This is an optimization exercise on Yosys and OpenROAD, whose aim is small area, not a production implementation.
Function was checked by simulation only, so behaviour that the tests miss may differ from the original.

`design/flow/config.mk`:
```
export PLATFORM = sky130hd
export DESIGN_NAME = fft_core
export DESIGN_NICKNAME = fft_core
export VERILOG_FILES = /design/flow/design.v
export SDC_FILE = /design/flow/constraint.sdc
export NUM_CORES = 4
export LEC_CHECK = 0
export CAP_MARGIN = 20
export CORE_MARGIN = 2
export CORE_UTILIZATION = 40
export SLEW_MARGIN = 20
export SYNTH_MEMORY_MAX_BITS = 65536
```
`design/flow/constraint.sdc`:
```
create_clock -name core_clock -period 20.0 [get_ports {clk}]
set_input_delay 4.0000 -clock core_clock [delete_from_list [all_inputs] [get_ports {clk}]]
set_output_delay 4.0000 -clock core_clock [all_outputs]
set_load 0.01 [all_outputs]
```
`design/flow/design.v`:
```
typedef struct packed {
   logic signed  [16 - 1 : 0] data_r;
   logic signed  [16 - 1 : 0] data_i;
} DATA_SAMPLE;
typedef struct packed {
   DATA_SAMPLE                  data;
   logic                        valid;
} DATA_BUS;
typedef struct packed {
   logic                        valid;
} RX_TO_CONT;
typedef struct packed {
   logic                        valid;
} TX_TO_CONT;
typedef struct packed {
   logic  [3:0]                 point;
   logic  [17:0]                scaling;
   logic                        ifft;
} CONT_TO_COMP;
typedef struct packed {
   logic  [3:0]                 point;
   logic  [4:0]                final_shift;
   logic                        ifft;
} CONT_TO_TX;
module sat_16(
   input         [16     : 0]  result_pre,
   output logic  [16 - 1 : 0]  result
);
  logic trigger;
   assign trigger = result_pre[16] ^ result_pre[16 - 1];
   always_comb begin
      if (trigger == 1) begin
         if (result_pre[16] == 0) begin
            result = 16'h7fff;
         end
         else begin
            result = 16'h8000;
         end
      end
      else begin
         result = result_pre;
      end
   end
endmodule
module sat_32 (
   input [32   : 0] in,
   output logic [16 - 1 : 0] out
);
   logic trig_0;
   assign trig_0 = (in[32 - 1 : 16 - 1] == 0) || (in[32 - 1 : 16 - 1] == 17'h1ffff);
   always_comb begin
      if (in == 33'h100000000) begin
         out = 16'h7fff;
      end
      else begin
      if (trig_0 == 1) begin
         out = in[15:0];
      end
      else begin
         if (in[31] == 0) begin
            out = 16'h7fff;
         end
         else begin
            out = 16'h8000;
         end
      end
      end
   end
endmodule
module cadd(
    input  DATA_SAMPLE              opa,
    input  DATA_SAMPLE              opb,
    output DATA_SAMPLE              out
    );
    logic signed [16  - 1  : 0] aR, bR, aI, bI;
    logic signed [16     : 0] result_pre_R, result_pre_I;
    assign  aR = opa.data_r;
    assign  aI = opa.data_i;
    assign  bR = opb.data_r;
    assign  bI = opb.data_i;
    assign  result_pre_R = aR + bR;
    assign  result_pre_I = aI + bI;
   sat_16 sr(
      .result_pre(result_pre_R),
      .result(out.data_r)
   );
   sat_16 si(
      .result_pre(result_pre_I),
      .result(out.data_i)
   );
endmodule
module csub (
    input  DATA_SAMPLE              opa,
    input  DATA_SAMPLE              opb,
    output DATA_SAMPLE              out
    );
    logic signed [16  - 1  : 0] aR, bR, aI, bI;
    logic signed [16     : 0] result_pre_R, result_pre_I;
    assign  aR = opa.data_r;
    assign  aI = opa.data_i;
    assign  bR = opb.data_r;
    assign  bI = opb.data_i;
    assign  result_pre_R = aR - bR;
    assign  result_pre_I = aI - bI;
   sat_16 sr(
      .result_pre(result_pre_R),
      .result(out.data_r)
   );
   sat_16 si(
      .result_pre(result_pre_I),
      .result(out.data_i)
   );
endmodule
module cmult(
    input  DATA_SAMPLE              opa,
    input  DATA_SAMPLE              opb,
    output DATA_SAMPLE              out
    );
    logic signed [16  - 1  : 0] aR, bR, aI, bI;
    logic signed [2*16 - 1 : 0] aRbR, aRbI, aIbR, aIbI;
    logic signed [2*16     : 0] result_pre_R, result_pre_I;
    logic signed [2*16     : 0] result_pre_R_t, result_pre_I_t;
    assign  aR = opa.data_r;
    assign  aI = opa.data_i;
    assign  bR = opb.data_r;
    assign  bI = opb.data_i;
    assign  result_pre_R_t = result_pre_R >>> 14;
    assign  result_pre_I_t = result_pre_I >>> 14;
    assign  aRbR = aR * bR;
    assign  aRbI = aR * bI;
    assign  aIbR = aI * bR;
    assign  aIbI = aI * bI;
    assign  result_pre_R = aRbR - aIbI;
    assign  result_pre_I = aIbR + aRbI;
   sat_32 sr(
      .in(result_pre_R_t),
      .out(out.data_r)
   );
   sat_32 si(
      .in(result_pre_I_t),
      .out(out.data_i)
   );
endmodule
module butterfly (
   input   DATA_BUS      add_up,
   input   DATA_BUS      add_down,
   input   DATA_BUS      sub_up,
   input   DATA_BUS      sub_down,
   input   DATA_BUS      twiddle,
   input                 clk,
   input                 rst_n,
   output  DATA_BUS   add_out,
   output  DATA_BUS   mult_out
);
   DATA_SAMPLE add_opa, add_opb, sub_opa, sub_opb, mult_opa, mult_opb;
   DATA_SAMPLE add_out_pre, sub_out_pre, mult_out_pre, sub_out;
   logic mult_valid;
   assign add_opa = (add_up.valid == 1) ? add_up.data   : 0;
   assign add_opb = (add_down.valid == 1) ? add_down.data : 0;
   assign sub_opa = (sub_up.valid == 1) ? sub_up.data   : 0;
   assign sub_opb = (sub_down.valid == 1) ? sub_down.data : 0;
   assign mult_opa = (mult_valid == 1)? sub_out : 0;
   assign mult_opb = (twiddle.valid == 1)? twiddle.data : 0;
   cmult m1 (
      .opa(mult_opa),
      .opb(mult_opb),
      .out(mult_out_pre)
   ); 
   cadd a1 (
      .opa(add_opa),
      .opb(add_opb),
      .out(add_out_pre)
   ); 
   csub s1 (
      .opa(sub_opa),
      .opb(sub_opb),
      .out(sub_out_pre)
   ); 
   always_ff @(posedge clk) begin
      if (rst_n == 0) begin
         mult_out.data <= 0;
         sub_out  <= 0;
         add_out.data  <= 0;
         add_out.valid <= 0;
         mult_out.valid <= 0;
         mult_valid <= 0;
      end
      else begin
         mult_out.data <= mult_out_pre;
         sub_out  <= sub_out_pre;
         add_out.data  <= add_out_pre;
         add_out.valid <= (add_up.valid && add_down.valid);
         mult_out.valid <= (mult_valid && twiddle.valid);
         mult_valid <= (sub_up.valid && sub_down.valid);
      end
   end 
endmodule
module lut (
   input       clk,
   input       rst_n,
   input  [$clog2(512) - 1 - 1 : 0] index,
   input               valid,
   output  DATA_BUS twiddle
);
   logic [7:0] idx;
   assign idx = index;
   logic [15:0] twidI, twidQ;
   logic  [31:0] twiddle_w;
   assign  twiddle_w = (valid == 0) ? {1'b0,1'b1, 14'b0, 16'b0} : {twidI, twidQ};
	always_comb begin
		case (idx)
			8'd0: begin
				twidI = 16'd16384;
				twidQ = 16'd0;
			end
			8'd1: begin
				twidI = 16'd16382;
				twidQ = -16'd202;
			end
			8'd2: begin
				twidI = 16'd16379;
				twidQ = -16'd403;
			end
			8'd3: begin
				twidI = 16'd16372;
				twidQ = -16'd604;
			end
			8'd4: begin
				twidI = 16'd16364;
				twidQ = -16'd804;
			end
			8'd5: begin
				twidI = 16'd16353;
				twidQ = -16'd1005;
			end
			8'd6: begin
				twidI = 16'd16339;
				twidQ = -16'd1206;
			end
			8'd7: begin
				twidI = 16'd16323;
				twidQ = -16'd1406;
			end
			8'd8: begin
				twidI = 16'd16305;
				twidQ = -16'd1606;
			end
			8'd9: begin
				twidI = 16'd16284;
				twidQ = -16'd1806;
			end
			8'd10: begin
				twidI = 16'd16260;
				twidQ = -16'd2006;
			end
			8'd11: begin
				twidI = 16'd16234;
				twidQ = -16'd2205;
			end
			8'd12: begin
				twidI = 16'd16206;
				twidQ = -16'd2405;
			end
			8'd13: begin
				twidI = 16'd16175;
				twidQ = -16'd2603;
			end
			8'd14: begin
				twidI = 16'd16142;
				twidQ = -16'd2802;
			end
			8'd15: begin
				twidI = 16'd16107;
				twidQ = -16'd2999;
			end
			8'd16: begin
				twidI = 16'd16069;
				twidQ = -16'd3197;
			end
			8'd17: begin
				twidI = 16'd16028;
				twidQ = -16'd3394;
			end
			8'd18: begin
				twidI = 16'd15985;
				twidQ = -16'd3590;
			end
			8'd19: begin
				twidI = 16'd15940;
				twidQ = -16'd3786;
			end
			8'd20: begin
				twidI = 16'd15892;
				twidQ = -16'd3981;
			end
			8'd21: begin
				twidI = 16'd15842;
				twidQ = -16'd4176;
			end
			8'd22: begin
				twidI = 16'd15790;
				twidQ = -16'd4370;
			end
			8'd23: begin
				twidI = 16'd15735;
				twidQ = -16'd4564;
			end
			8'd24: begin
				twidI = 16'd15678;
				twidQ = -16'd4757;
			end
			8'd25: begin
				twidI = 16'd15618;
				twidQ = -16'd4949;
			end
			8'd26: begin
				twidI = 16'd15557;
				twidQ = -16'd5140;
			end
			8'd27: begin
				twidI = 16'd15492;
				twidQ = -16'd5330;
			end
			8'd28: begin
				twidI = 16'd15426;
				twidQ = -16'd5520;
			end
			8'd29: begin
				twidI = 16'd15357;
				twidQ = -16'd5709;
			end
			8'd30: begin
				twidI = 16'd15286;
				twidQ = -16'd5897;
			end
			8'd31: begin
				twidI = 16'd15212;
				twidQ = -16'd6084;
			end
			8'd32: begin
				twidI = 16'd15136;
				twidQ = -16'd6270;
			end
			8'd33: begin
				twidI = 16'd15058;
				twidQ = -16'd6456;
			end
			8'd34: begin
				twidI = 16'd14978;
				twidQ = -16'd6640;
			end
			8'd35: begin
				twidI = 16'd14895;
				twidQ = -16'd6823;
			end
			8'd36: begin
				twidI = 16'd14810;
				twidQ = -16'd7006;
			end
			8'd37: begin
				twidI = 16'd14723;
				twidQ = -16'd7187;
			end
			8'd38: begin
				twidI = 16'd14634;
				twidQ = -16'd7367;
			end
			8'd39: begin
				twidI = 16'd14543;
				twidQ = -16'd7546;
			end
			8'd40: begin
				twidI = 16'd14449;
				twidQ = -16'd7724;
			end
			8'd41: begin
				twidI = 16'd14353;
				twidQ = -16'd7901;
			end
			8'd42: begin
				twidI = 16'd14255;
				twidQ = -16'd8076;
			end
			8'd43: begin
				twidI = 16'd14155;
				twidQ = -16'd8250;
			end
			8'd44: begin
				twidI = 16'd14053;
				twidQ = -16'd8424;
			end
			8'd45: begin
				twidI = 16'd13948;
				twidQ = -16'd8595;
			end
			8'd46: begin
				twidI = 16'd13842;
				twidQ = -16'd8766;
			end
			8'd47: begin
				twidI = 16'd13733;
				twidQ = -16'd8935;
			end
			8'd48: begin
				twidI = 16'd13622;
				twidQ = -16'd9103;
			end
			8'd49: begin
				twidI = 16'd13510;
				twidQ = -16'd9269;
			end
			8'd50: begin
				twidI = 16'd13395;
				twidQ = -16'd9435;
			end
			8'd51: begin
				twidI = 16'd13278;
				twidQ = -16'd9598;
			end
			8'd52: begin
				twidI = 16'd13159;
				twidQ = -16'd9760;
			end
			8'd53: begin
				twidI = 16'd13038;
				twidQ = -16'd9921;
			end
			8'd54: begin
				twidI = 16'd12916;
				twidQ = -16'd10080;
			end
			8'd55: begin
				twidI = 16'd12791;
				twidQ = -16'd10238;
			end
			8'd56: begin
				twidI = 16'd12665;
				twidQ = -16'd10394;
			end
			8'd57: begin
				twidI = 16'd12536;
				twidQ = -16'd10549;
			end
			8'd58: begin
				twidI = 16'd12406;
				twidQ = -16'd10702;
			end
			8'd59: begin
				twidI = 16'd12273;
				twidQ = -16'd10854;
			end
			8'd60: begin
				twidI = 16'd12139;
				twidQ = -16'd11003;
			end
			8'd61: begin
				twidI = 16'd12003;
				twidQ = -16'd11151;
			end
			8'd62: begin
				twidI = 16'd11866;
				twidQ = -16'd11298;
			end
			8'd63: begin
				twidI = 16'd11726;
				twidQ = -16'd11443;
			end
			8'd64: begin
				twidI = 16'd11585;
				twidQ = -16'd11586;
			end
			8'd65: begin
				twidI = 16'd11442;
				twidQ = -16'd11727;
			end
			8'd66: begin
				twidI = 16'd11297;
				twidQ = -16'd11867;
			end
			8'd67: begin
				twidI = 16'd11150;
				twidQ = -16'd12004;
			end
			8'd68: begin
				twidI = 16'd11002;
				twidQ = -16'd12140;
			end
			8'd69: begin
				twidI = 16'd10853;
				twidQ = -16'd12274;
			end
			8'd70: begin
				twidI = 16'd10701;
				twidQ = -16'd12407;
			end
			8'd71: begin
				twidI = 16'd10548;
				twidQ = -16'd12537;
			end
			8'd72: begin
				twidI = 16'd10393;
				twidQ = -16'd12666;
			end
			8'd73: begin
				twidI = 16'd10237;
				twidQ = -16'd12792;
			end
			8'd74: begin
				twidI = 16'd10079;
				twidQ = -16'd12917;
			end
			8'd75: begin
				twidI = 16'd9920;
				twidQ = -16'd13039;
			end
			8'd76: begin
				twidI = 16'd9759;
				twidQ = -16'd13160;
			end
			8'd77: begin
				twidI = 16'd9597;
				twidQ = -16'd13279;
			end
			8'd78: begin
				twidI = 16'd9434;
				twidQ = -16'd13396;
			end
			8'd79: begin
				twidI = 16'd9268;
				twidQ = -16'd13511;
			end
			8'd80: begin
				twidI = 16'd9102;
				twidQ = -16'd13623;
			end
			8'd81: begin
				twidI = 16'd8934;
				twidQ = -16'd13734;
			end
			8'd82: begin
				twidI = 16'd8765;
				twidQ = -16'd13843;
			end
			8'd83: begin
				twidI = 16'd8594;
				twidQ = -16'd13949;
			end
			8'd84: begin
				twidI = 16'd8423;
				twidQ = -16'd14054;
			end
			8'd85: begin
				twidI = 16'd8249;
				twidQ = -16'd14156;
			end
			8'd86: begin
				twidI = 16'd8075;
				twidQ = -16'd14256;
			end
			8'd87: begin
				twidI = 16'd7900;
				twidQ = -16'd14354;
			end
			8'd88: begin
				twidI = 16'd7723;
				twidQ = -16'd14450;
			end
			8'd89: begin
				twidI = 16'd7545;
				twidQ = -16'd14544;
			end
			8'd90: begin
				twidI = 16'd7366;
				twidQ = -16'd14635;
			end
			8'd91: begin
				twidI = 16'd7186;
				twidQ = -16'd14724;
			end
			8'd92: begin
				twidI = 16'd7005;
				twidQ = -16'd14811;
			end
			8'd93: begin
				twidI = 16'd6822;
				twidQ = -16'd14896;
			end
			8'd94: begin
				twidI = 16'd6639;
				twidQ = -16'd14979;
			end
			8'd95: begin
				twidI = 16'd6455;
				twidQ = -16'd15059;
			end
			8'd96: begin
				twidI = 16'd6269;
				twidQ = -16'd15137;
			end
			8'd97: begin
				twidI = 16'd6083;
				twidQ = -16'd15213;
			end
			8'd98: begin
				twidI = 16'd5896;
				twidQ = -16'd15287;
			end
			8'd99: begin
				twidI = 16'd5708;
				twidQ = -16'd15358;
			end
			8'd100: begin
				twidI = 16'd5519;
				twidQ = -16'd15427;
			end
			8'd101: begin
				twidI = 16'd5329;
				twidQ = -16'd15493;
			end
			8'd102: begin
				twidI = 16'd5139;
				twidQ = -16'd15558;
			end
			8'd103: begin
				twidI = 16'd4948;
				twidQ = -16'd15619;
			end
			8'd104: begin
				twidI = 16'd4756;
				twidQ = -16'd15679;
			end
			8'd105: begin
				twidI = 16'd4563;
				twidQ = -16'd15736;
			end
			8'd106: begin
				twidI = 16'd4369;
				twidQ = -16'd15791;
			end
			8'd107: begin
				twidI = 16'd4175;
				twidQ = -16'd15843;
			end
			8'd108: begin
				twidI = 16'd3980;
				twidQ = -16'd15893;
			end
			8'd109: begin
				twidI = 16'd3785;
				twidQ = -16'd15941;
			end
			8'd110: begin
				twidI = 16'd3589;
				twidQ = -16'd15986;
			end
			8'd111: begin
				twidI = 16'd3393;
				twidQ = -16'd16029;
			end
			8'd112: begin
				twidI = 16'd3196;
				twidQ = -16'd16070;
			end
			8'd113: begin
				twidI = 16'd2998;
				twidQ = -16'd16108;
			end
			8'd114: begin
				twidI = 16'd2801;
				twidQ = -16'd16143;
			end
			8'd115: begin
				twidI = 16'd2602;
				twidQ = -16'd16176;
			end
			8'd116: begin
				twidI = 16'd2404;
				twidQ = -16'd16207;
			end
			8'd117: begin
				twidI = 16'd2204;
				twidQ = -16'd16235;
			end
			8'd118: begin
				twidI = 16'd2005;
				twidQ = -16'd16261;
			end
			8'd119: begin
				twidI = 16'd1805;
				twidQ = -16'd16285;
			end
			8'd120: begin
				twidI = 16'd1605;
				twidQ = -16'd16306;
			end
			8'd121: begin
				twidI = 16'd1405;
				twidQ = -16'd16324;
			end
			8'd122: begin
				twidI = 16'd1205;
				twidQ = -16'd16340;
			end
			8'd123: begin
				twidI = 16'd1004;
				twidQ = -16'd16354;
			end
			8'd124: begin
				twidI = 16'd803;
				twidQ = -16'd16365;
			end
			8'd125: begin
				twidI = 16'd603;
				twidQ = -16'd16373;
			end
			8'd126: begin
				twidI = 16'd402;
				twidQ = -16'd16380;
			end
			8'd127: begin
				twidI = 16'd201;
				twidQ = -16'd16383;
			end
			8'd128: begin
				twidI = 16'd0;
				twidQ = -16'd16384;
			end
			8'd129: begin
				twidI = -16'd202;
				twidQ = -16'd16383;
			end
			8'd130: begin
				twidI = -16'd403;
				twidQ = -16'd16380;
			end
			8'd131: begin
				twidI = -16'd604;
				twidQ = -16'd16373;
			end
			8'd132: begin
				twidI = -16'd804;
				twidQ = -16'd16365;
			end
			8'd133: begin
				twidI = -16'd1005;
				twidQ = -16'd16354;
			end
			8'd134: begin
				twidI = -16'd1206;
				twidQ = -16'd16340;
			end
			8'd135: begin
				twidI = -16'd1406;
				twidQ = -16'd16324;
			end
			8'd136: begin
				twidI = -16'd1606;
				twidQ = -16'd16306;
			end
			8'd137: begin
				twidI = -16'd1806;
				twidQ = -16'd16285;
			end
			8'd138: begin
				twidI = -16'd2006;
				twidQ = -16'd16261;
			end
			8'd139: begin
				twidI = -16'd2205;
				twidQ = -16'd16235;
			end
			8'd140: begin
				twidI = -16'd2405;
				twidQ = -16'd16207;
			end
			8'd141: begin
				twidI = -16'd2603;
				twidQ = -16'd16176;
			end
			8'd142: begin
				twidI = -16'd2802;
				twidQ = -16'd16143;
			end
			8'd143: begin
				twidI = -16'd2999;
				twidQ = -16'd16108;
			end
			8'd144: begin
				twidI = -16'd3197;
				twidQ = -16'd16070;
			end
			8'd145: begin
				twidI = -16'd3394;
				twidQ = -16'd16029;
			end
			8'd146: begin
				twidI = -16'd3590;
				twidQ = -16'd15986;
			end
			8'd147: begin
				twidI = -16'd3786;
				twidQ = -16'd15941;
			end
			8'd148: begin
				twidI = -16'd3981;
				twidQ = -16'd15893;
			end
			8'd149: begin
				twidI = -16'd4176;
				twidQ = -16'd15843;
			end
			8'd150: begin
				twidI = -16'd4370;
				twidQ = -16'd15791;
			end
			8'd151: begin
				twidI = -16'd4564;
				twidQ = -16'd15736;
			end
			8'd152: begin
				twidI = -16'd4757;
				twidQ = -16'd15679;
			end
			8'd153: begin
				twidI = -16'd4949;
				twidQ = -16'd15619;
			end
			8'd154: begin
				twidI = -16'd5140;
				twidQ = -16'd15558;
			end
			8'd155: begin
				twidI = -16'd5330;
				twidQ = -16'd15493;
			end
			8'd156: begin
				twidI = -16'd5520;
				twidQ = -16'd15427;
			end
			8'd157: begin
				twidI = -16'd5709;
				twidQ = -16'd15358;
			end
			8'd158: begin
				twidI = -16'd5897;
				twidQ = -16'd15287;
			end
			8'd159: begin
				twidI = -16'd6084;
				twidQ = -16'd15213;
			end
			8'd160: begin
				twidI = -16'd6270;
				twidQ = -16'd15137;
			end
			8'd161: begin
				twidI = -16'd6456;
				twidQ = -16'd15059;
			end
			8'd162: begin
				twidI = -16'd6640;
				twidQ = -16'd14979;
			end
			8'd163: begin
				twidI = -16'd6823;
				twidQ = -16'd14896;
			end
			8'd164: begin
				twidI = -16'd7006;
				twidQ = -16'd14811;
			end
			8'd165: begin
				twidI = -16'd7187;
				twidQ = -16'd14724;
			end
			8'd166: begin
				twidI = -16'd7367;
				twidQ = -16'd14635;
			end
			8'd167: begin
				twidI = -16'd7546;
				twidQ = -16'd14544;
			end
			8'd168: begin
				twidI = -16'd7724;
				twidQ = -16'd14450;
			end
			8'd169: begin
				twidI = -16'd7901;
				twidQ = -16'd14354;
			end
			8'd170: begin
				twidI = -16'd8076;
				twidQ = -16'd14256;
			end
			8'd171: begin
				twidI = -16'd8250;
				twidQ = -16'd14156;
			end
			8'd172: begin
				twidI = -16'd8424;
				twidQ = -16'd14054;
			end
			8'd173: begin
				twidI = -16'd8595;
				twidQ = -16'd13949;
			end
			8'd174: begin
				twidI = -16'd8766;
				twidQ = -16'd13843;
			end
			8'd175: begin
				twidI = -16'd8935;
				twidQ = -16'd13734;
			end
			8'd176: begin
				twidI = -16'd9103;
				twidQ = -16'd13623;
			end
			8'd177: begin
				twidI = -16'd9269;
				twidQ = -16'd13511;
			end
			8'd178: begin
				twidI = -16'd9435;
				twidQ = -16'd13396;
			end
			8'd179: begin
				twidI = -16'd9598;
				twidQ = -16'd13279;
			end
			8'd180: begin
				twidI = -16'd9760;
				twidQ = -16'd13160;
			end
			8'd181: begin
				twidI = -16'd9921;
				twidQ = -16'd13039;
			end
			8'd182: begin
				twidI = -16'd10080;
				twidQ = -16'd12917;
			end
			8'd183: begin
				twidI = -16'd10238;
				twidQ = -16'd12792;
			end
			8'd184: begin
				twidI = -16'd10394;
				twidQ = -16'd12666;
			end
			8'd185: begin
				twidI = -16'd10549;
				twidQ = -16'd12537;
			end
			8'd186: begin
				twidI = -16'd10702;
				twidQ = -16'd12407;
			end
			8'd187: begin
				twidI = -16'd10854;
				twidQ = -16'd12274;
			end
			8'd188: begin
				twidI = -16'd11003;
				twidQ = -16'd12140;
			end
			8'd189: begin
				twidI = -16'd11151;
				twidQ = -16'd12004;
			end
			8'd190: begin
				twidI = -16'd11298;
				twidQ = -16'd11867;
			end
			8'd191: begin
				twidI = -16'd11443;
				twidQ = -16'd11727;
			end
			8'd192: begin
				twidI = -16'd11586;
				twidQ = -16'd11586;
			end
			8'd193: begin
				twidI = -16'd11727;
				twidQ = -16'd11443;
			end
			8'd194: begin
				twidI = -16'd11867;
				twidQ = -16'd11298;
			end
			8'd195: begin
				twidI = -16'd12004;
				twidQ = -16'd11151;
			end
			8'd196: begin
				twidI = -16'd12140;
				twidQ = -16'd11003;
			end
			8'd197: begin
				twidI = -16'd12274;
				twidQ = -16'd10854;
			end
			8'd198: begin
				twidI = -16'd12407;
				twidQ = -16'd10702;
			end
			8'd199: begin
				twidI = -16'd12537;
				twidQ = -16'd10549;
			end
			8'd200: begin
				twidI = -16'd12666;
				twidQ = -16'd10394;
			end
			8'd201: begin
				twidI = -16'd12792;
				twidQ = -16'd10238;
			end
			8'd202: begin
				twidI = -16'd12917;
				twidQ = -16'd10080;
			end
			8'd203: begin
				twidI = -16'd13039;
				twidQ = -16'd9921;
			end
			8'd204: begin
				twidI = -16'd13160;
				twidQ = -16'd9760;
			end
			8'd205: begin
				twidI = -16'd13279;
				twidQ = -16'd9598;
			end
			8'd206: begin
				twidI = -16'd13396;
				twidQ = -16'd9435;
			end
			8'd207: begin
				twidI = -16'd13511;
				twidQ = -16'd9269;
			end
			8'd208: begin
				twidI = -16'd13623;
				twidQ = -16'd9103;
			end
			8'd209: begin
				twidI = -16'd13734;
				twidQ = -16'd8935;
			end
			8'd210: begin
				twidI = -16'd13843;
				twidQ = -16'd8766;
			end
			8'd211: begin
				twidI = -16'd13949;
				twidQ = -16'd8595;
			end
			8'd212: begin
				twidI = -16'd14054;
				twidQ = -16'd8424;
			end
			8'd213: begin
				twidI = -16'd14156;
				twidQ = -16'd8250;
			end
			8'd214: begin
				twidI = -16'd14256;
				twidQ = -16'd8076;
			end
			8'd215: begin
				twidI = -16'd14354;
				twidQ = -16'd7901;
			end
			8'd216: begin
				twidI = -16'd14450;
				twidQ = -16'd7724;
			end
			8'd217: begin
				twidI = -16'd14544;
				twidQ = -16'd7546;
			end
			8'd218: begin
				twidI = -16'd14635;
				twidQ = -16'd7367;
			end
			8'd219: begin
				twidI = -16'd14724;
				twidQ = -16'd7187;
			end
			8'd220: begin
				twidI = -16'd14811;
				twidQ = -16'd7006;
			end
			8'd221: begin
				twidI = -16'd14896;
				twidQ = -16'd6823;
			end
			8'd222: begin
				twidI = -16'd14979;
				twidQ = -16'd6640;
			end
			8'd223: begin
				twidI = -16'd15059;
				twidQ = -16'd6456;
			end
			8'd224: begin
				twidI = -16'd15137;
				twidQ = -16'd6270;
			end
			8'd225: begin
				twidI = -16'd15213;
				twidQ = -16'd6084;
			end
			8'd226: begin
				twidI = -16'd15287;
				twidQ = -16'd5897;
			end
			8'd227: begin
				twidI = -16'd15358;
				twidQ = -16'd5709;
			end
			8'd228: begin
				twidI = -16'd15427;
				twidQ = -16'd5520;
			end
			8'd229: begin
				twidI = -16'd15493;
				twidQ = -16'd5330;
			end
			8'd230: begin
				twidI = -16'd15558;
				twidQ = -16'd5140;
			end
			8'd231: begin
				twidI = -16'd15619;
				twidQ = -16'd4949;
			end
			8'd232: begin
				twidI = -16'd15679;
				twidQ = -16'd4757;
			end
			8'd233: begin
				twidI = -16'd15736;
				twidQ = -16'd4564;
			end
			8'd234: begin
				twidI = -16'd15791;
				twidQ = -16'd4370;
			end
			8'd235: begin
				twidI = -16'd15843;
				twidQ = -16'd4176;
			end
			8'd236: begin
				twidI = -16'd15893;
				twidQ = -16'd3981;
			end
			8'd237: begin
				twidI = -16'd15941;
				twidQ = -16'd3786;
			end
			8'd238: begin
				twidI = -16'd15986;
				twidQ = -16'd3590;
			end
			8'd239: begin
				twidI = -16'd16029;
				twidQ = -16'd3394;
			end
			8'd240: begin
				twidI = -16'd16070;
				twidQ = -16'd3197;
			end
			8'd241: begin
				twidI = -16'd16108;
				twidQ = -16'd2999;
			end
			8'd242: begin
				twidI = -16'd16143;
				twidQ = -16'd2802;
			end
			8'd243: begin
				twidI = -16'd16176;
				twidQ = -16'd2603;
			end
			8'd244: begin
				twidI = -16'd16207;
				twidQ = -16'd2405;
			end
			8'd245: begin
				twidI = -16'd16235;
				twidQ = -16'd2205;
			end
			8'd246: begin
				twidI = -16'd16261;
				twidQ = -16'd2006;
			end
			8'd247: begin
				twidI = -16'd16285;
				twidQ = -16'd1806;
			end
			8'd248: begin
				twidI = -16'd16306;
				twidQ = -16'd1606;
			end
			8'd249: begin
				twidI = -16'd16324;
				twidQ = -16'd1406;
			end
			8'd250: begin
				twidI = -16'd16340;
				twidQ = -16'd1206;
			end
			8'd251: begin
				twidI = -16'd16354;
				twidQ = -16'd1005;
			end
			8'd252: begin
				twidI = -16'd16365;
				twidQ = -16'd804;
			end
			8'd253: begin
				twidI = -16'd16373;
				twidQ = -16'd604;
			end
			8'd254: begin
				twidI = -16'd16380;
				twidQ = -16'd403;
			end
			8'd255: begin
				twidI = -16'd16383;
				twidQ = -16'd202;
			end
			default: begin
				twidI = 16'd0;
				twidQ = 16'd0;
			end
		endcase
	end
always_ff @(posedge clk) begin
   if (rst_n == 0) begin
      twiddle <= 0;
   end
   else begin
      twiddle.data <= twiddle_w;
      twiddle.valid <= valid;
   end
end
endmodule
module ram
#(
   parameter DATA_WIDTH  = 16, 
   parameter MEM_SIZE    = 1024,
   parameter ADDR_WIDTH = (MEM_SIZE==1)? 1 : $clog2(MEM_SIZE)
)
(
   input                                        clk,
   input                                        enable_write,
   input                                        enable_read,
   input                                        ctrl_write,
   input                  [ADDR_WIDTH - 1 : 0]  addr,
   input          [DATA_WIDTH - 1 : 0]  data_write,
   output logic   [DATA_WIDTH - 1 : 0]  data_read
);
   logic  [DATA_WIDTH - 1 : 0] mem [MEM_SIZE - 1 : 0];
   always @(posedge clk) begin
      if (enable_write && ctrl_write) begin
               mem[addr] <= data_write;
      end
      else begin
        mem[addr] <=  'd0;
      end
   end
   always @(posedge clk) begin
      if (enable_read) begin
         data_read <=   mem[addr];
      end
        else begin
           data_read <= 'd0; 
        end
   end
endmodule
module PE #(parameter POINT = 4) (
   input              clk,
   input              rst_n,
   input DATA_BUS  par,
   input DATA_BUS  in,
   output DATA_BUS out,
   input              select,  
   input  [1:0]       scaling
);
   localparam STEP = 512/POINT;
   DATA_BUS real_in, out_pre, out_w;
   assign real_in = (select == 1) ? par : in;
   DATA_BUS temp, temp_w;
   logic flag, flag_w;
   logic mem_flag, mem_flag_w;
   DATA_BUS add_up, add_down, sub_up, sub_down, twiddle, add_out, mult_out;
   logic ctrl_write_in, ctrl_read_in, ctrl_write_out, ctrl_read_out;
   DATA_SAMPLE data_write_in, data_write_out;
   logic [$clog2(POINT) - 2 : 0] addr_in, addr_in_w, addr_out, addr_out_w;
   logic [31:0] data_read_in, data_read_out; 
   logic [7:0] index, index_w, index_p;
   logic ctrl_read_in_p, ctrl_read_out_p;
   DATA_BUS in_p;
   logic lut_valid;
   butterfly b1 ( 
      .add_up(add_up),
      .add_down(add_down),
      .sub_up(sub_up),
      .sub_down(sub_down),
      .twiddle(twiddle),
      .clk(clk),
      .rst_n(rst_n),
      .add_out(add_out),
      .mult_out(mult_out)
   ); 
   lut l1 (
      .clk(clk),
      .rst_n(rst_n),
      .index(index_p),
      .valid(lut_valid),
      .twiddle(twiddle)
   );  
   ram #(.DATA_WIDTH(32), .MEM_SIZE(POINT/2)) input_buffer (
      .clk(clk),
      .enable_write(ctrl_write_in),
      .enable_read (ctrl_read_in),
      .ctrl_write(ctrl_write_in),
      .addr(addr_in),
      .data_write(data_write_in),
      .data_read(data_read_in)
    );
   ram #(.DATA_WIDTH(32), .MEM_SIZE(POINT/2)) output_buffer (
      .clk(clk),
      .enable_write(ctrl_write_out),
      .enable_read (ctrl_read_out),
      .ctrl_write(ctrl_write_out),
      .addr(addr_out),
      .data_write(data_write_out),
      .data_read(data_read_out)
    );
    DATA_BUS in_p_p, in_p_p_p;
    logic [31:0] data_read_in_p, data_read_in_p_p;
    logic ctrl_read_in_p_p, ctrl_read_in_p_p_p;
   always_comb begin
      temp_w = temp;
      flag_w = flag;
      data_write_out = mult_out.data;
      add_up.data = data_read_in_p_p;
      add_up.valid = ctrl_read_in_p_p_p;
      add_down = in_p_p_p;
      sub_up.valid = ctrl_read_in_p;
      sub_up.data = data_read_in;
      sub_down = in_p;
      lut_valid = ctrl_read_in_p;
      ctrl_write_in = 0;
      ctrl_read_in = 0;
      ctrl_read_out = 0;
      ctrl_write_out = 0;
      index_w = index; 
      addr_in_w = addr_in;
      addr_out_w = addr_out;
      mem_flag_w = mem_flag;
      data_write_in = real_in.data;
      if (real_in.valid == 1) begin
         if (flag == 0) begin
            ctrl_write_in = 1;
            if(addr_in == POINT/2 - 1) begin
               addr_in_w = 0;
               flag_w = 1;
            end
            else begin
               addr_in_w = addr_in + 1;
            end
         end
         else begin
            ctrl_read_in = 1;
            if(addr_in == POINT/2 - 1) begin
               addr_in_w = 0;
               flag_w = 0;
               index_w = 0;
            end
            else begin
               addr_in_w = addr_in + 1;
               index_w = index + STEP;
            end
         end
      end
      if (add_out.valid == 1) begin
         out_pre = add_out;
      end
      else if (ctrl_read_out_p == 1) begin
         out_pre.data = data_read_out;
         out_pre.valid = ctrl_read_out_p;
      end
      else begin
         out_pre = 0;
      end
      if (mem_flag == 0) begin
         if (mult_out.valid == 1) begin
            ctrl_write_out = 1;
            if (addr_out == POINT/2 - 1) begin
               addr_out_w = 0;
               mem_flag_w = 1;
            end
            else begin
               addr_out_w = addr_out + 1;
            end
         end
      end
      else begin
         ctrl_read_out = 1;
         if (addr_out == POINT/2 - 1) begin
            addr_out_w = 0;
            mem_flag_w = 0;
         end
         else begin
            addr_out_w = addr_out + 1;
         end
      end
   end
  assign    out_w.valid = out_pre.valid;
  assign    out_w.data.data_r = out_pre.data.data_r >>> scaling;    
  assign    out_w.data.data_i = out_pre.data.data_i >>> scaling;   
  always_ff @(posedge clk) begin
      if (rst_n == 0) begin
         out <= 0;
         temp <= 0;
         flag <= 0;
         ctrl_read_in_p <= 0;
         ctrl_read_in_p_p <= 0;
         ctrl_read_out_p <= 0;
         in_p <= 0;
         in_p_p <= 0;
         data_read_in_p <= 0;
         addr_in <= 0;
         addr_out <= 0;
         index <= 0;
         index_p <= 0;
         mem_flag <= 0;
         ctrl_read_in_p_p_p <= 0;
         in_p_p_p <= 0;
         data_read_in_p_p <= 0;
      end
      else begin
         out <= out_w;
         temp <= temp_w;
         flag <= flag_w;
         ctrl_read_in_p <= ctrl_read_in;
         ctrl_read_out_p <= ctrl_read_out;
         in_p <= real_in;
         addr_in <= addr_in_w;
         addr_out <= addr_out_w;
         index <= index_w;
         index_p <= index;
         mem_flag <= mem_flag_w;
         ctrl_read_in_p_p <= ctrl_read_in_p;
         in_p_p <= in_p;
         data_read_in_p <= data_read_in;
         ctrl_read_in_p_p_p <= ctrl_read_in_p_p;
         in_p_p_p <= in_p_p;
         data_read_in_p_p <= data_read_in_p;
      end
   end
endmodule 
module PE_2_point (
   input              clk,
   input              rst_n,
   input DATA_BUS  par,
   input DATA_BUS  in,
   output DATA_BUS out,
   input              select,  
   input  [1:0]       scaling
);
   DATA_BUS real_in, out_pre, out_w;
   assign real_in = (select == 1) ? par : in;
   DATA_BUS temp, temp_w;
   logic flag, flag_w;
   DATA_BUS add_up, add_down, sub_up, sub_down, twiddle, add_out, mult_out;
   butterfly b1 ( 
      .add_up(add_up),
      .add_down(add_down),
      .sub_up(sub_up),
      .sub_down(sub_down),
      .twiddle(twiddle),
      .clk(clk),
      .rst_n(rst_n),
      .add_out(add_out),
      .mult_out(mult_out)
   ); 
   always_comb begin
      temp_w = temp;
      flag_w = flag;
      twiddle.valid = 1;
      twiddle.data.data_r = {1'b0, 1'b1, 14'b0};
      twiddle.data.data_i = 0;
      add_up = 0;
      add_down = 0;
      sub_up = 0;
      sub_down = 0;
      if (real_in.valid == 1) begin
         if (flag == 0) begin
            temp_w = real_in;
            flag_w = 1;
         end
         else begin
            temp_w = 0;
            flag_w = 0;
            add_up = temp;
            add_down = real_in;    
            sub_up = temp;
            sub_down = real_in;
         end
      end
   end
   always_comb begin 
      if (add_out.valid == 1) begin
         out_pre = add_out;
      end
      else if (mult_out.valid == 1) begin
         out_pre = mult_out;
      end
      else begin
         out_pre = 0;
      end   
   end
  assign    out_w.valid = out_pre.valid;
  assign    out_w.data.data_r = out_pre.data.data_r >>> scaling;    
  assign    out_w.data.data_i = out_pre.data.data_i >>> scaling;   
  always_ff @(posedge clk) begin
      if (rst_n == 0) begin
         out <= 0;
         temp <= 0;
         flag <= 0;
      end
      else begin
         out <= out_w;
         temp <= temp_w;
         flag <= flag_w;
      end
   end
endmodule 
module FFT_compute #(parameter LOG_MAX = 9) (
   input  DATA_BUS   in,
   output DATA_BUS   out,
   input  CONT_TO_COMP cont_to_comp,
   input             clk,
   input             rst_n
);
   logic [10*33-1:0]  par;   
   localparam W = 33;
   DATA_BUS  real_in, real_in_w;
   assign  out = par[9*W +: W];
   assign  real_in_w.valid = in.valid;
   assign  real_in_w.data  = (cont_to_comp.ifft == 1) ? {in.data.data_i, in.data.data_r} : in.data;
   always_ff @ (posedge clk) begin
      if (rst_n == 0) begin
         real_in <= 0;
      end
      else begin
         real_in <= real_in_w;
      end
   end
   logic [8:0] select;
   always_comb begin
      case (cont_to_comp.point)
         1: select = 9'b011111111;
         2: select = 9'b101111111;
         3: select = 9'b110111111;
         4: select = 9'b111011111;
         5: select = 9'b111101111;
         6: select = 9'b111110111;
         7: select = 9'b111111011;
         8: select = 9'b111111101;
         9: select = 9'b111111110;
         default: select = 0;  
      endcase
   end
   genvar i;
   generate 
      PE_2_point PE_2 (
         .clk(clk),
         .rst_n(rst_n),
         .par(par[8*W +: W]),
         .in(real_in),
         .out(par[9*W +: W]),
         .select(select[8]),
         .scaling(cont_to_comp.scaling[17:16])
      );
      for (i = 0; i <= 9 - LOG_MAX; i = i + 1) begin : unused
         assign par[i*W +: W] = 0;
      end
      for (i = 9 - LOG_MAX; i < 8; i = i + 1) begin
      PE #(.POINT(512/(2**i)))  pp (
         .clk(clk),
         .rst_n(rst_n),
         .par(par[i*W +: W]),
         .in(real_in),
         .out(par[(i+1)*W +: W]),
         .select(select[i]),
         .scaling(cont_to_comp.scaling[2*i + 1: 2*i])
      );
      end 
   endgenerate
endmodule
module fft_core (
   input               clk,
   input               rst_n,
   input        [3:0]  cfg_point,
   input               cfg_ifft,
   input        [5:0]  cfg_scaling,
   input               in_valid,
   input        [31:0] in_data,
   output logic        out_valid,
   output logic [31:0] out_data
);
   DATA_BUS     in_bus, out_bus;
   CONT_TO_COMP cont_to_comp;
   assign in_bus.valid = in_valid;
   assign in_bus.data  = in_data;
   assign cont_to_comp.point   = cfg_point;
   assign cont_to_comp.ifft    = cfg_ifft;
   assign cont_to_comp.scaling = {cfg_scaling, 12'b0};
   FFT_compute #(.LOG_MAX(3)) Fcm (
      .in(in_bus),
      .out(out_bus),
      .cont_to_comp(cont_to_comp),
      .clk(clk),
      .rst_n(rst_n)
   );
   assign out_valid = out_bus.valid;
   assign out_data  = out_bus.data;
endmodule
```
`design/flow/run.sh`:
```
#!/bin/bash
# synth_recipe.tcl (not shown) runs the flow's synth.tcl, then flattens the netlist and writes it again
# the make line also repeats each setting of config.mk as NAME=value (left out here)
make -C /OpenROAD-flow-scripts/flow DESIGN_CONFIG=/design/flow/config.mk WORK_HOME=/design/flow/orfs CLKGATE_MAP_FILE= SYNTH_SCRIPT=/design/flow/synth_recipe.tcl finish
```
==> results of run 1 <==
[layer usage]
layer	up-vias	part of all wire	track usage
li1	38400	-	-
met1	41800	0.43	0.292
met2	2201	0.47	0.343
met3	456	0.067	0.0379
met4	18	0.034	0.0666
met5	-	0.00054	0.00134
[cell type report]
class,count,share of cell area
diodes,9,0.000160
clock buffers,193,0.0278
clock inverters,61,0.00629
inverters,2816,0.0751
multi-input cells,8549,0.619
flip-flops and latches,1370,0.222
well taps,4180,0.0371
repair buffers,200,0.0121
[state kept, by name, indices dropped and copies added, names as in the netlist, 33 cells and up]
name and cells:
Fcm.PE_2.b1.add_out 33, Fcm.genblk2.pp.data_read_in_p_p 64, Fcm.genblk2.pp.in_p_p_p 66, Fcm.PE_2.temp 33, Fcm.genblk2.pp.b1.add_out 66, Fcm.real_in 33, Fcm.genblk2.pp.in_p_p 66, Fcm.genblk2.pp.output_buffer.data_read 64
Fcm.PE_2.out 33, Fcm.PE_2.b1.mult_out 33, Fcm.genblk2.pp.in_p 66, Fcm.genblk2.pp.b1.mult_out 66, Fcm.genblk2.pp.b1.sub_out 64, Fcm.genblk2.pp.data_read_in_p 64, Fcm.genblk2.pp.out 66, Fcm.genblk2.pp.input_buffer.data_read 64
Fcm.genblk2.pp.output_buffer.mem 192, Fcm.genblk2.pp.input_buffer.mem 192
[cells by family after synthesis]
| logic type | count (synthesis) | share of synthesized area |
|---|---|---|
| fa+ha+maj | 3138 | 0.441 |
| compound gates | 1055 | 0.0531 |
| other cells | 2 | 0.0000588 |
| flops | 1370 | 0.245 |
| buf+inv | 3280 | 0.0967 |
| mux | 380 | 0.0361 |
| simple gates | 2898 | 0.109 |
| xor+xnor | 279 | 0.0194 |
[cells in the mapped netlist, drive strengths merged, types with 38 or more instances]
library cell / instances
a211oi: 60
a21o: 82
a21oi: 320
a22oi: 90
and2: 690
and3: 142
buf: 47
clkbuf: 417
dfxtp: 986
edfxtp: 384
fa: 2269
ha: 869
inv: 2812
mux2i: 307
mux4: 64
nand2: 727
nand2b: 71
nand3: 78
nor2: 906
nor2b: 84
nor3: 83
o21ai: 206
o22ai: 38
xnor2: 189
xor2: 89
[worst paths after layout]
path / slack (ns) / endpoint
setup / recovery: 9.89 / Fcm.genblk2[6].pp.b1.mult_out[21]
hold / removal: 0.41 / Fcm.genblk2[6].pp.data_read_in_p_p[31]
setup reg to reg: 9.89 / Fcm.genblk2[6].pp.b1.mult_out[21]
hold reg to reg: 0.41 / Fcm.genblk2[6].pp.data_read_in_p_p[31]
==> impl_metrics.ini, run 1 <==
[outcome]
status = no timing/DRC/antenna violations

[worst_setup_path]
cp_num_buf_inv = 8
critPathLaunch = Fcm.genblk2[6].pp.b1.mult_valid
start_kind = flip-flop
crit_family = adder cells
cp_slowest_cell = and2_1
cp_slowest_stage_delay_ns = 0.79
crit_top_cell = fa_1
reg2reg_depth = 28
path_max_fanout = 66
end_kind = flip-flop
crit-reg2reg-launch = Fcm.genblk2[6].pp.b1.mult_valid
path_class = flip-flop to flip-flop
required_ns = 20.61
cp.depth = 28
worstPathArrival_ns = 10.72

[floorplanning]
die_w_um = 569
fp.coreArea_mm2 = 0.318
start_util = 0.402
die_h_um = 569
die_area_mm2 = 0.324
io_pins = 79
fp-row-count = 207

[route]
avgViaCountPerCell = 4.77
first_pass_iters = 8
wl_um = 337000
ant_nets = 0
routedWlPerCell_um = 19.4
detail_route.drc_violations = 0
drt_iter0_drc = 5955
vias = 82900

[clock_tree]
cts_tree = done
cts_hold_buffers = 0
clk_pin_slew_worst_paths_ns = 0.06
ctsResizeCount = 0
cts_sinks = 1370
clk_latency_ns = 0.80
post_cts_buffers = 0
h-tree-depth = 4
ctsRootBufferMaster = clkbuf_16
numCtsBuffers = 137
cts.path.max_buffers = 3

[place]
placed_cell_area_mm2 = 0.136
io_buffers = 78
dp.cells = 17100
dpl_worst_slack_ns = 9.80
place.detailed.hpwl_um = 271000
place.gp.congestion = 0.910

[sta]
skew_ns = 0.0440
final-max-slew-violation-count = 0
timing.final.ws_setup_ns = 9.89
max_slew_margin = 0.190
fin_tns_setup_ns = 0
setup_violations = 0
min_period_ns = 10.11
max_freq_ghz = 0.0990
finalHoldViolCount = 0
whs_ns = 0.414
worst_pin_slew_ns = 1.21
fin_crit_sh = 0.505
rsz0062_at_grt = false

[global_route]
grt_pass1_vias = 85800
grt_pass1_wl_um = 520000
grt_max_degree = 117
gr-usage-all-layers = 0.213
grt_overflow = 0
antenna_found_initial = 21

[cells_and_area]
final_common_cell = inv_1
layout_common_cells = inv_1, fa_1, dfxtp_1
seqCellArea_mm2 = 0.0313
instances_no_fill = 17400
drive_above_1_share = 0.0395
multi_input_area_mm2 = 0.0872
stdcell_area_mm2 = 0.141
area.growth.synth_to_final_pct = 10.3
final_util = 0.443
n_fill_cell = 30500
fin_nets = 16300

[synth]
synth_top_area_share = 0.356
avgSynthCellArea_um2 = 10.3
synth-seq-cells = 1370
synth_edf_count = 384
ys_types = 91
synthArstFlopShare = 0
syn-cell-area_mm2 = 0.128
synth_top_area_cell = fa_1
synth.area.top_cells = fa_1, dfxtp_1, edfxtp_1
synth_flop_cell = dfxtp_1
synthCells = 12400
ys_seq_area_frac = 0.245
yosysWarnings = 10

[hold_path]
hold_path_class = flip-flop to flip-flop
holdPathStages = 1
hp-start = Fcm.genblk2[6].pp.data_read_in_p[31]

[flow_run]
drv_cap = 0
==> run 2: changes to the inputs <==
==> design/flow/design.v (replaced) <==
module sdf_stage #(parameter L = 4, parameter TW = 0) (
   input               clk,
   input               rst_n,
   input               act,       
   input        [1:0]  shift,
   input               iv,
   input        [31:0] id,
   output              ov,
   output       [31:0] od
);
   localparam CW = $clog2(2*L);
   function automatic [15:0] sat17(input [16:0] x);
      sat17 = (x[16] ^ x[15]) ? (x[16] ? 16'h8000 : 16'h7fff) : x[15:0];
   endfunction
   function automatic [15:0] satp(input signed [32:0] p);
      logic signed [18:0] q;
      q = p[32:14];
      satp = (q[18:15] == 4'b0000 || q[18:15] == 4'b1111) ? q[15:0]
           : (q[18] ? 16'h8000 : 16'h7fff);
   endfunction
   logic [CW-1:0] cnt;
   logic [31:0]   dl [0:L-1];
   logic [L-1:0]  tag;
   wire second = act & cnt[CW-1];
   wire bf     = iv & second;
   wire signed [15:0] ar = dl[L-1][31:16], ai = dl[L-1][15:0];
   wire signed [15:0] br = id[31:16],      bi = id[15:0];
   wire [15:0] sr = sat17({ar[15], ar} + {br[15], br});
   wire [15:0] si = sat17({ai[15], ai} + {bi[15], bi});
   wire signed [15:0] dr = sat17({ar[15], ar} - {br[15], br});
   wire signed [15:0] di = sat17({ai[15], ai} - {bi[15], bi});
   logic [31:0] tw;
   generate
      if (TW == 0) begin : g_none
         always_comb tw = {dr, di};
      end else begin : g_tw
         wire [1:0] n = (TW == 1) ? {cnt[0], 1'b0} : cnt[1:0];
         wire [15:0] ndr = (dr == 16'sh8000) ? 16'h7fff : -dr;
         wire signed [32:0] p1r = 33'sd11585 * dr + 33'sd11586 * di;
         wire signed [32:0] p1i = 33'sd11585 * di - 33'sd11586 * dr;
         wire signed [32:0] p3r = 33'sd11586 * di - 33'sd11586 * dr;
         wire signed [32:0] p3i = -(33'sd11586 * di) - 33'sd11586 * dr;
         always_comb begin
            case (n)
               2'd0: tw = {dr, di};
               2'd1: tw = {satp(p1r), satp(p1i)};
               2'd2: tw = {di, ndr};
               default: tw = {satp(p3r), satp(p3i)};
            endcase
         end
      end
   endgenerate
   wire [31:0] dl_in = bf ? tw : id;
   always_ff @(posedge clk) begin
      dl[0] <= dl_in;
      for (int k = 1; k < L; k++) dl[k] <= dl[k-1];
   end
   always_ff @(posedge clk) begin
      if (!rst_n) begin
         cnt <= 0;
         tag <= 0;
      end else begin
         if (iv) cnt <= cnt + 1'b1;
         tag <= {tag, act ? bf : iv} ;
      end
   end
   wire [31:0] o  = bf ? {sr, si} : dl[L-1];
   wire [1:0]  sh = act ? shift : 2'd0;
   assign ov = bf | tag[L-1];
   wire signed [15:0] o_r = o[31:16], o_i = o[15:0];
   wire signed [15:0] sh_r = o_r >>> sh, sh_i = o_i >>> sh;
   assign od = {sh_r, sh_i};
endmodule
module fft_core (
   input               clk,
   input               rst_n,
   input        [3:0]  cfg_point,
   input               cfg_ifft,
   input        [5:0]  cfg_scaling,
   input               in_valid,
   input        [31:0] in_data,
   output logic        out_valid,
   output logic [31:0] out_data
);
   wire ok  = (cfg_point[3:2] == 2'b00);
   wire a8  = (cfg_point == 4'd3);
   wire a4  = (cfg_point == 4'd3) || (cfg_point == 4'd2);
   wire [31:0] x = cfg_ifft ? {in_data[15:0], in_data[31:16]} : in_data;
   wire        v1, v2, v3;
   wire [31:0] d1, d2, d3;
   sdf_stage #(.L(4), .TW(2)) s8 (.clk(clk), .rst_n(rst_n), .act(a8), .shift(cfg_scaling[1:0]),
      .iv(in_valid & ok), .id(x), .ov(v1), .od(d1));
   sdf_stage #(.L(2), .TW(1)) s4 (.clk(clk), .rst_n(rst_n), .act(a4), .shift(cfg_scaling[3:2]),
      .iv(v1), .id(d1), .ov(v2), .od(d2));
   sdf_stage #(.L(1), .TW(0)) s2 (.clk(clk), .rst_n(rst_n), .act(1'b1), .shift(cfg_scaling[5:4]),
      .iv(v2), .id(d2), .ov(v3), .od(d3));
   always_ff @(posedge clk) begin
      if (!rst_n) out_valid <= 1'b0;
      else        out_valid <= v3;
      out_data <= d3;
   end
endmodule
==> impl_metrics.ini, run 2 <==
[synth]
yosysWarnings = 7
synth_commonest_cells = ha_1, inv_1, a21oi_1
synth.area.top_cells = ha_1, dfxtp_1, fa_1
synth_edf_count = 0
ys_types = 113
synth_flop_cell = dfxtp_1
syn-cell-area_mm2 = 0.0417
synth_top_area_cell = ha_1
yosysMostFrequentCell = ha_1
synthArstFlopShare = 0
ys_seq_area_frac = 0.130
synth_top_area_share = 0.215
avgSynthCellArea_um2 = 8.02
synth-seq-cells = 270
synthCells = 5198

[place]
place.detailed.hpwl_um = 116000
io_buffers = 78
dp.cells = 6515
placed_cell_area_mm2 = 0.0439
place.gp.congestion = 0.995
dpl_worst_slack_ns = 1.27

[worst_setup_path]
crit_top_cell = ha_1
end_kind = flip-flop
worstPathArrival_ns = 18.70
critPathLaunch = cfg_ifft
start_kind = primary input
crit-reg2reg-launch = s8.dl[3][1]
path_class = primary input to flip-flop
cp_slowest_cell = ha_1
cp_slowest_stage_delay_ns = 0.63
required_ns = 20.48
path_max_fanout = 32

[sta]
final-max-slew-violation-count = 0
setup_violations = 0
timing.final.ws_setup_ns = 1.79
max_freq_ghz = 0.0549
rsz0062_at_grt = false
fin_crit_sh = 0.911
worst_pin_slew_ns = 1.20
finalHoldViolCount = 0
whs_ns = 0.296
min_period_ns = 18.21
max_slew_margin = 0.195
skew_ns = 0.0525
fin_tns_setup_ns = 0

[floorplanning]
die_area_mm2 = 0.107
die_h_um = 327
start_util = 0.403
fp.coreArea_mm2 = 0.103
fp-row-count = 118
io_pins = 79
die_w_um = 327

[cells_and_area]
multi_input_area_mm2 = 0.0331
seqCellArea_mm2 = 0.00541
top_regs = s8.dl (128), s4.dl (64)
instances_no_fill = 6572
num_antenna_cells = 0
n_fill_cell = 10400
final_common_cell = ha_1
final_util = 0.436
area.growth.synth_to_final_pct = 8.08
drive_above_1_share = 0.0447
fin_nets = 6129
stdcell_area_mm2 = 0.0451
largest_register_ffs = 128
layout_common_cells = ha_1, inv_1, a21oi_1
largest-register = s8.dl

[route]
drt_iter0_drc = 3828
first_pass_iters = 6
ant_nets = 0
wl_um = 140000
detail_route.drc_violations = 0
routedWlPerCell_um = 21.3
vias = 38200
avgViaCountPerCell = 5.81

[hold_path]
hold_path_class = flip-flop to flip-flop
hp-start = s8.dl[2][26]

[clock_tree]
cts_tree = done
cts_sinks = 270
clk_latency_ns = 0.62
cts_hold_buffers = 0
clk_pin_slew_worst_paths_ns = 0.07
ctsResizeCount = 0
cts.path.max_buffers = 3
numCtsBuffers = 30
ctsRootBufferMaster = clkbuf_16
h-tree-depth = 1
post_cts_buffers = 0

[global_route]
grt_pass1_wl_um = 215000
grt_max_degree = 51
antenna_found_initial = 1
grt_pass1_vias = 35900
grt_overflow = 0
gr-usage-all-layers = 0.255

[outcome]
status = no timing/DRC/antenna violations

[flow_run]
drv_cap = 0
==> run 2: changes by cell type after synthesis, moves of 421 or more <==
cell / delta
inv_1: -2131
fa_1: -2071
dfxtp_1: -716
and2_1: -647
nor2_1: -591
nand2_1: -421
==> run 2: per-layer routing <==
metal	wire length [um]	vias to the layer above	global-route usage
met5	13	-	0
met4	2280	2	0.0435
met3	11500	143	0.0413
met2	56800	1349	0.372
met1	69100	18400	0.392
li1	-	18300	-
==> run 2: final cells by class <==
type | instances | share of cell area
clock buffer | 33 | 0.0171
clock inverter | 23 | 0.00899
sequential | 270 | 0.120
tap | 1380 | 0.0383
timing repair buffer | 127 | 0.0254
multi-input combinational | 4056 | 0.733
inverter | 683 | 0.0569
==> run 2: worst paths after layout <==
check,end,slack [ns],cells past startpoint
worst max-delay path,out_data[9],1.79,56
worst min-delay path,s8.dl[3][26],0.30,0
worst max register to register,out_data[9],5.80,53
worst min register to register,s8.dl[3][26],0.30,0
==> run 2: logic make-up after synthesis <==
| family | count (synthesis) | share of synthesized area |
|---|---|---|
| fa+ha+maj | 921 | 0.312 |
| simple gates | 1207 | 0.141 |
| compound gates | 1510 | 0.243 |
| mux | 131 | 0.0335 |
| xor+xnor | 287 | 0.0616 |
| buf+inv | 872 | 0.0793 |
| flops | 270 | 0.130 |
==> run 2: worst max-delay path, delay by kind of cell <==
family	cells	cell delay (ns)
muxes	4	1.12
buffers and inverters	5	1.43
and+or+nand+nor	7	1.46
adders and majority gates	6	2.51
AOI/OAI and AO/OA	32	7.89
xor gates and xnor gates	2	0.25

re-timing with driven ports:
No port has a modelled driver above. Below, the same layouts with a new extraction and two added sets of constraints.
Step 1: set_driving_cell puts a clkbuf_16 on clk and a buf_2 on each other input, an assumption about the parent block.
Step 2 moves the port delays by t, midway between the first and last clock arrival at a register: inputs arrive t later, outputs are due t later. That takes back most of the time a late clock gives input paths.
Three values: ideal, step 1, step 2; two values: the first two.
| run | t (ns) | setup slack, ns | worst hold slack (ns) | worst setup path after step 2 |
|---|---|---|---|---|
| run 1 | 0.846 | 9.895 / 9.895 / 9.891 | 0.414 / 0.414 / 0.414 | input to register |
| run 2 | 0.665 | 1.786 / 1.832 / 1.167 | 0.296 / 0.296 / 0.296 | input to register |
After both steps every run listed still meets setup and hold. The setup slack of run 2, which loses most, moves by +0.046 ns with the drivers and by -0.619 ns with both steps.
